Context: an optimization exercise on an open-source flow, tuned for a short achievable clock period and few clock cycles. The choices shown serve that exercise and are no tape-out recipe. Function was checked by simulation only, so behaviour that the tests miss may differ from the original. Power is estimated from default activity; no workload was simulated.

==> inputs of run A <==
Design mips_singlecycle, start of the top module:
module mips_singlecycle (
        input clk, rst,
        output [8:0]  imem_addr,
        input  [31:0] imem_rdata,
        output [8:0]  dmem_addr,
        output [31:0] dmem_wdata,
        output        dmem_we,
        input  [31:0] dmem_rdata,
        input  [4:0]  dbg_sel,
        output [31:0] dbg_data
    );
export LEC_CHECK = 0
export ABC_CLOCK_PERIOD_IN_PS = 1000
export CAP_MARGIN = 30
export CORE_MARGIN = 2
export CORE_UTILIZATION = 35
export SETUP_SLACK_MARGIN = 4.5
export SLEW_MARGIN = 20
export SYNTH_HIERARCHICAL = 1
export SYNTH_MINIMUM_KEEP_SIZE = 0
create_clock -name core_clock -period 10.5 [get_ports {clk}]
run.sh (not shown) runs the stock make flow with config.mk's settings and CLKGATE_MAP_FILE= SYNTH_SCRIPT=/design/flow/synth_recipe.tcl, a recipe that flattens the netlist after the stock synthesis.
==> inputs of run D, as changes to run A <==
--- a/flow/design.v
+++ b/flow/design.v
@@ -45,32 +45,27 @@
         for (g = 0; g < 8; g = g + 1) begin : grps
             rd_orn #(4) m (lo, dn[32*b+4*g+3:32*b+4*g], grp[g]);
         end
         rd_or #(8) mo (hi, grp, y[b]);
     end endgenerate
 endmodule
-module idx_reg #(parameter W = 5) (input clk, input rst, input [W-1:0] d, output reg [W-1:0] q);
-    always @(posedge clk or posedge rst)
-        if (rst) q <= {W{1'b0}};
-        else     q <= d;
-endmodule
 `timescale 1ns / 1ps
 module mips_singlecycle (
         input clk, rst,
         output [8:0]  imem_addr,
         input  [31:0] imem_rdata,
         output [8:0]  dmem_addr,
         output [31:0] dmem_wdata,
         output        dmem_we,
         input  [31:0] dmem_rdata,
         input  [4:0]  dbg_sel,
         output [31:0] dbg_data
     );
-    localparam NF = 32;          
-    localparam NB = 5;           
-    localparam PFD = 9'd24;      
+    localparam NF = 64;          
+    localparam NB = 6;           
+    localparam PFD = 9'd48;      
     reg  [8:0]  pc;
     reg  [8:0]  pf;              
     reg         tm_r;            
     reg         dok_r;           
     wire [8:0]  pfm1 = pf - 9'd1;
     reg  [31:0] rf [1:31];
@@ -167,25 +162,20 @@
             sb_a <= s_addr;
             sb_d <= s_data;
         end
     end
     wire [31:0] a_res = a_ld ? ld_data : alu(a_x, a_y, a_sel, a_sub);
     wire [31:0] b_res = b_ld ? ld_data : alu(b_x, b_y, b_sel, b_sub);
-    reg  [31:1] rv;
     integer i;
-    always @(posedge clk) begin
-        for (i = 1; i < 32; i = i + 1)
-            if (b_wen && b_rd == i) rf[i] <= b_res;
-            else if (a_wen && a_rd == i) rf[i] <= a_res;
-    end
     always @(posedge clk or posedge rst) begin
         if (rst) begin
-            rv <= 31'b0;
+            for (i = 1; i < 32; i = i + 1) rf[i] <= 32'b0;
         end else begin
             for (i = 1; i < 32; i = i + 1)
-                if ((b_wen && b_rd == i) || (a_wen && a_rd == i)) rv[i] <= 1'b1;
+                if (b_wen && b_rd == i) rf[i] <= b_res;
+                else if (a_wen && a_rd == i) rf[i] <= a_res;
         end
     end
     reg         da_wen, db_wen;
     reg  [4:0]  da_rd, db_rd;
     reg  [31:0] da_res, db_res;
     always @(posedge clk or posedge rst) begin
@@ -201,35 +191,30 @@
         da_rd  <= a_rd;
         db_rd  <= b_rd;
         da_res <= a_res;
         db_res <= b_res;
     end
     reg  [31:0] rfn [1:31];
-    reg  [31:1] dv;              
     integer n;
-    always @(posedge clk) begin
-        for (n = 1; n < 32; n = n + 1)
-            if (db_wen && db_rd == n) rfn[n] <= ~db_res;
-            else if (da_wen && da_rd == n) rfn[n] <= ~da_res;
-    end
     always @(posedge clk or posedge rst) begin
         if (rst) begin
-            dv <= 31'b0;
+            for (n = 1; n < 32; n = n + 1) rfn[n] <= 32'hFFFFFFFF;
         end else begin
             for (n = 1; n < 32; n = n + 1)
-                if ((db_wen && db_rd == n) || (da_wen && da_rd == n)) dv[n] <= 1'b1;
+                if (db_wen && db_rd == n) rfn[n] <= ~db_res;
+                else if (da_wen && da_rd == n) rfn[n] <= ~da_res;
         end
     end
     function [31:0] fwd(input [4:0] r, input [31:0] v);
         fwd = (b_wen && b_rd == r) ? b_res : (a_wen && a_rd == r) ? a_res : v;
     endfunction
     wire [1023:0] rflat;
     assign rflat[31:0] = 32'b0;
     genvar gj;
     generate for (gj = 1; gj < 32; gj = gj + 1) begin : rfl
-        assign rflat[32*gj+31:32*gj] = rf[gj] & {32{rv[gj]}};
+        assign rflat[32*gj+31:32*gj] = rf[gj];
     end endgenerate
     wire [31:0] ka    = bm ? 32'b0 : b_x;         
     wire [31:0] kb    = bm ? 32'b0 : b_y;
     wire        ra_b  = b_wen && b_rd == bra;
     wire        ra_a  = !ra_b && a_wen && a_rd == bra;
     wire        rb_b  = b_wen && b_rd == brb;
@@ -260,13 +245,12 @@
     wire [1:0]  i_sel  = fn[3] ? 2'd3 : fn[2] ? (fn[0] ? 2'd2 : 2'd1) : 2'd0;
     wire [8:0]  pc1   = pc + 9'd1;
     wire [8:0]  pc2   = pc + 9'd2;
     wire [8:0]  pc3   = pc + 9'd3;
     wire [8:0]  pcm1  = pc - 9'd1;
     wire [NB-1:0] i1 = pc[NB-1:0];
-    wire [NB-1:0] ix, iy, iz, im;                
     wire [NB-1:0] i2 = pc1[NB-1:0];
     wire [NB-1:0] i0 = pcm1[NB-1:0];
     wire [NF-1:0] r2_v, r2_o, r2_c, r2_pt, r3_v, r3_o, r3_c;
     wire [NF-1:0] r0_v, r0_o, r0_w, r0_l, r0_s, r0_u;
     wire [8-NB:0] r2_tag [0:NF-1];
     wire [8:0]    r2_tgt [0:NF-1];
@@ -315,56 +299,56 @@
     generate for (gk = 0; gk < NF; gk = gk + 1) begin : tagm
         assign m0[gk] = r0_v[gk] && r0_tag[gk] == (gk == 0 ? phm : ph);
         assign m1[gk] = fd_v[gk] && fd_tag[gk] == ph;
         assign m2[gk] = r2_v[gk] && r2_tag[gk] == (gk == NF-1 ? php : ph);
         assign m3[gk] = r3_v[gk] && r3_tag[gk] == (gk >= NF-2 ? php : ph);
     end endgenerate
-    wire        h0    = m0[im];
-    wire        h2o   = m2[im] && r2_o[iz];
-    wire        h3o   = m3[im] && r3_o[iz];
-    wire        h1    = m1[im];
-    wire        h1c   = fd_c[iy];
-    wire        h1o   = fd_o[iy];
-    wire        h1p   = fd_pt[iy];
-    wire [8:0]  h1t   = fd_val[iy][8:0];
-    wire [4:0]  h1a   = fd_ra[iy];
-    wire [4:0]  h1b   = fd_rb[iy];
-    wire [4:0]  h1d   = fd_rd[iy];
-    wire        h1w   = fd_wen[iy];
-    wire        h1l   = fd_ld[iy];
-    wire        h1s   = fd_st[iy];
-    wire        h1u   = fd_sub[iy];
-    wire [1:0]  h1sel = fd_sel[iy];
-    wire [10:0] h1i   = fd_val[iy];
-    wire [NB-1:0] h1e = im;
-    wire        h2    = m2[im] && !r2_o[iz];
-    wire        h2c   = h2 && r2_c[iz];
-    wire        h2p   = r2_pt[iz];
-    wire [8:0]  h2t   = r2_tgt[iz];
-    wire [4:0]  h2a   = r2_ra[iz];
-    wire [4:0]  h2b   = r2_rb[iz];
+    wire        h0    = m0[i1];
+    wire        h2o   = m2[i1] && r2_o[i1];
+    wire        h3o   = m3[i1] && r3_o[i1];
+    wire        h1    = m1[i1];
+    wire        h1c   = fd_c[i1];
+    wire        h1o   = fd_o[i1];
+    wire        h1p   = fd_pt[i1];
+    wire [8:0]  h1t   = fd_val[i1][8:0];
+    wire [4:0]  h1a   = fd_ra[i1];
+    wire [4:0]  h1b   = fd_rb[i1];
+    wire [4:0]  h1d   = fd_rd[i1];
+    wire        h1w   = fd_wen[i1];
+    wire        h1l   = fd_ld[i1];
+    wire        h1s   = fd_st[i1];
+    wire        h1u   = fd_sub[i1];
+    wire [1:0]  h1sel = fd_sel[i1];
+    wire [10:0] h1i   = fd_val[i1];
+    wire [NB-1:0] h1e = i1;
+    wire        h2    = m2[i1] && !r2_o[i1];
+    wire        h2c   = h2 && r2_c[i1];
+    wire        h2p   = r2_pt[i1];
+    wire [8:0]  h2t   = r2_tgt[i1];
+    wire [4:0]  h2a   = r2_ra[i1];
+    wire [4:0]  h2b   = r2_rb[i1];
     wire [NB-1:0] h2e = i2;
-    wire        h3    = m3[im] && !r3_o[iz] && !r3_c[iz];
-    wire [8:0]  h3t   = r3_tgt[iz];
+    wire        h3    = m3[i1] && !r3_o[i1] && !r3_c[i1];
+    wire [8:0]  h3t   = r3_tgt[i1];
     wire        h2u   = h2 && !h2c;
     wire [8:0]  f_nt  = h2u ? h2t : pc2;          
     wire [8:0]  f_nt2 = h3 ? h3t : pc3;           
     wire        tm    = tm_r;
     wire [8:0]  pfd   = pf - pc;                  
     wire        pf_ok = pfd != 9'd0 && !pfd[8];
     wire        pf_go = tm && dok_r;               
     wire [8:0]  ia    = pf_go ? pf : pc;
-    wire [4:0]  rs    = tm ? r0_ra[ix]  : i_rs;
-    wire [4:0]  rt    = tm ? r0_rb[ix]  : i_rt;
-    wire [4:0]  x_rd  = tm ? r0_rd[ix]  : i_xrd;
-    wire        x_wen = tm ? r0_w[ix]   : i_wen;
-    wire        x_ld  = tm ? r0_l[ix]   : i_lw;
-    wire        x_st  = tm ? r0_s[ix]   : i_sw;
-    wire        x_sub = tm ? r0_u[ix]   : fn[1];
-    wire [1:0]  x_sel = tm ? r0_sel[ix] : i_sel;
-    wire [10:0] x_imm = tm ? r0_val[ix] : ins[10:0];
+    wire [4:0]  rs    = tm ? r0_ra[i1]  : i_rs;
+    wire [4:0]  rt    = tm ? r0_rb[i1]  : i_rt;
+    wire [4:0]  x_rd  = tm ? r0_rd[i1]  : i_xrd;
+    wire        x_wen = tm ? r0_w[i1]   : i_wen;
+    wire        x_ld  = tm ? r0_l[i1]   : i_lw;
+    wire        x_st  = tm ? r0_s[i1]   : i_sw;
+    wire        x_sub = tm ? r0_u[i1]   : fn[1];
+    wire [1:0]  x_sel = tm ? r0_sel[i1] : i_sel;
+    wire [10:0] x_imm = tm ? r0_val[i1] : ins[10:0];
     wire        x_mem = x_ld || x_st;
     wire [31:0] rs_rf, rt_rf;
     rd_port prs (rflat, rs, rs_rf);
     rd_port prt (rflat, rt, rt_rf);
     wire [31:0] rs_v  = fwd(rs, rs_rf);
     wire [31:0] rt_v  = fwd(rt, rt_rf);
@@ -436,16 +420,12 @@
                                       tm_n = h1p ? o_h1t : h2u ? o_h2t : o_pc2; end
         else if (use_o)         begin pc_n = use_c2 ? (h2p ? h2t : f_nt2) : h2c ? pc2 : f_nt;
                                       tm_n = use_c2 ? (h2p ? o_h2t : h3 ? o_h3t : o_pc3) :
                                              h2c ? 1'b0 : h2u ? o_h2t : o_pc2; end
         else                    begin pc_n = pc1; tm_n = o_pc1; end
     end
-    idx_reg #(NB) cx (clk, rst, pc_n[NB-1:0], ix);
-    idx_reg #(NB) cy (clk, rst, pc_n[NB-1:0], iy);
-    idx_reg #(NB) cz (clk, rst, pc_n[NB-1:0], iz);
-    idx_reg #(NB) cm (clk, rst, pc_n[NB-1:0], im);
     always @(posedge clk or posedge rst) begin
         if (rst) begin
             fd_v   <= {NF{1'b0}};
         end else begin
             if (pu_v) fd_pt[pu_e] <= pu_t;
             if (learn) begin
@@ -545,12 +525,12 @@
     generate for (gb = 0; gb < 8; gb = gb + 1) begin : dbg
         wire [127:0] d;
         for (gr = 0; gr < 128; gr = gr + 1) begin : r
             if (gr % 32 == 0) begin : z
                 assign d[gr] = 1'b1;
             end else begin : v
-                assign d[gr] = rfn[gr % 32][4*gb + gr / 32] | !dv[gr % 32];
+                assign d[gr] = rfn[gr % 32][4*gb + gr / 32];
             end
         end
         rd_quadn m (dbg_sel, d, dbg_data[4*gb+3:4*gb]);
     end endgenerate
 endmodule
==> inputs of run M, as changes to run A <==
--- a/flow/design.v
+++ b/flow/design.v
@@ -404,21 +404,22 @@
     wire        l_unc = i_j || l_balw || l_bnop || (i_r && i_rd == 5'd0) || (i_lw && i_rt == 5'd0);
     wire        l_op  = !l_unc && (i_r || i_lw || i_sw);
     wire        pf_col = (pfm1[NB-1:0] == pc[NB-1:0]  && pfm1 != pc)  ||
                          (pfm1[NB-1:0] == pc1[NB-1:0] && pfm1 != pc1) ||
                          (pfm1[NB-1:0] == pc2[NB-1:0] && pfm1 != pc2);
     wire        learn = (l_unc || l_bcnd || l_op) && !known && (pf_go ? !pf_col : !tm);
+    wire [NF-1:0] r0_vo = r0_v & r0_o;
+    wire [NB-1:0] il1   = il + 1'b1;              
     function tgt_o(input [8:0] t);
-        reg [NB-1:0] lo;
-        reg [8-NB:0] hi;
+        reg [8-NB:0] tg, hi;
         begin
-            lo = t[NB-1:0] - 1'b1;                
-            hi = t[8:NB] - 1'b1;
-            tgt_o = r0_v[t[NB-1:0]] && r0_o[t[NB-1:0]] &&
-                    r0_tag[t[NB-1:0]] == (t[NB-1:0] == 0 ? hi : t[8:NB]) &&
-                    !(learn && il == lo);
+            tg = r0_tag[t[NB-1:0]];
+            hi = t[8:NB] - 1'b1;                  
+            tgt_o = r0_vo[t[NB-1:0]] &&
+                    (t[NB-1:0] == 0 ? tg == hi : tg == t[8:NB]) &&
+                    !(learn && il1 == t[NB-1:0]);
         end
     endfunction
     wire        o_h1t = tgt_o(h1t);
     wire        o_h2t = tgt_o(h2t);
     wire        o_h3t = tgt_o(h3t);
     wire        o_alt = tgt_o(balt);
==> summary of the runs <==
Sequential share of layout area: run M is higher than run D (0.85 points). First-iteration DRC count: run D > run A > run M. Against run D, the non-clock buffer count of run A is lower by 896. Run D went through all stages and came out clean. Run M passed the timing, design-rule and antenna checks. Run A completed, yet does not pass: antenna violations. Between run A and run D, the lower clock power is in run A (gap 26%, measured against run D). The highest synthesized cell count belongs to run D, the lowest to run M.
Testbench counts of run A, summed over its fixed seeds: cycles 98,907.
Testbench counts of run D, summed over its fixed seeds: cycles 94,134.
Testbench counts of run M, summed over its fixed seeds: cycles 98,907.

[what the ideal ports hide]
No port has a modelled driver above. Below, the same layouts with a new extraction and two added sets of constraints.
Step 1, drivers: a clkbuf_16 drives clk and a buf_2 each remaining input, both assumed.
Step 2 times the ports against the registers' clock, not the clock port: input delays grow and output delays shrink by t, the midpoint of the rising clock arrivals with the driver on.
Slacks: no drivers / after step 1 / after step 2; pairs: no drivers / after step 1.
run | t, ns | slack for setup (ns) | latest minus earliest clock arrival (ns) | worst slew at a driven data input, ns
run A | 1.255 | 3.972 / 3.972 / 3.263 | 0.163 / 0.163 | 0.18
run D | 1.280 | 3.439 / 3.439 / 3.063 | 0.143 / 0.143 | 0.13
run M | 1.252 | 4.141 / 3.922 / 3.350 | 0.112 / 0.112 | 0.33
The setup slack of run M, which loses most, moves by -0.219 ns with the drivers and by -0.791 ns with both steps.
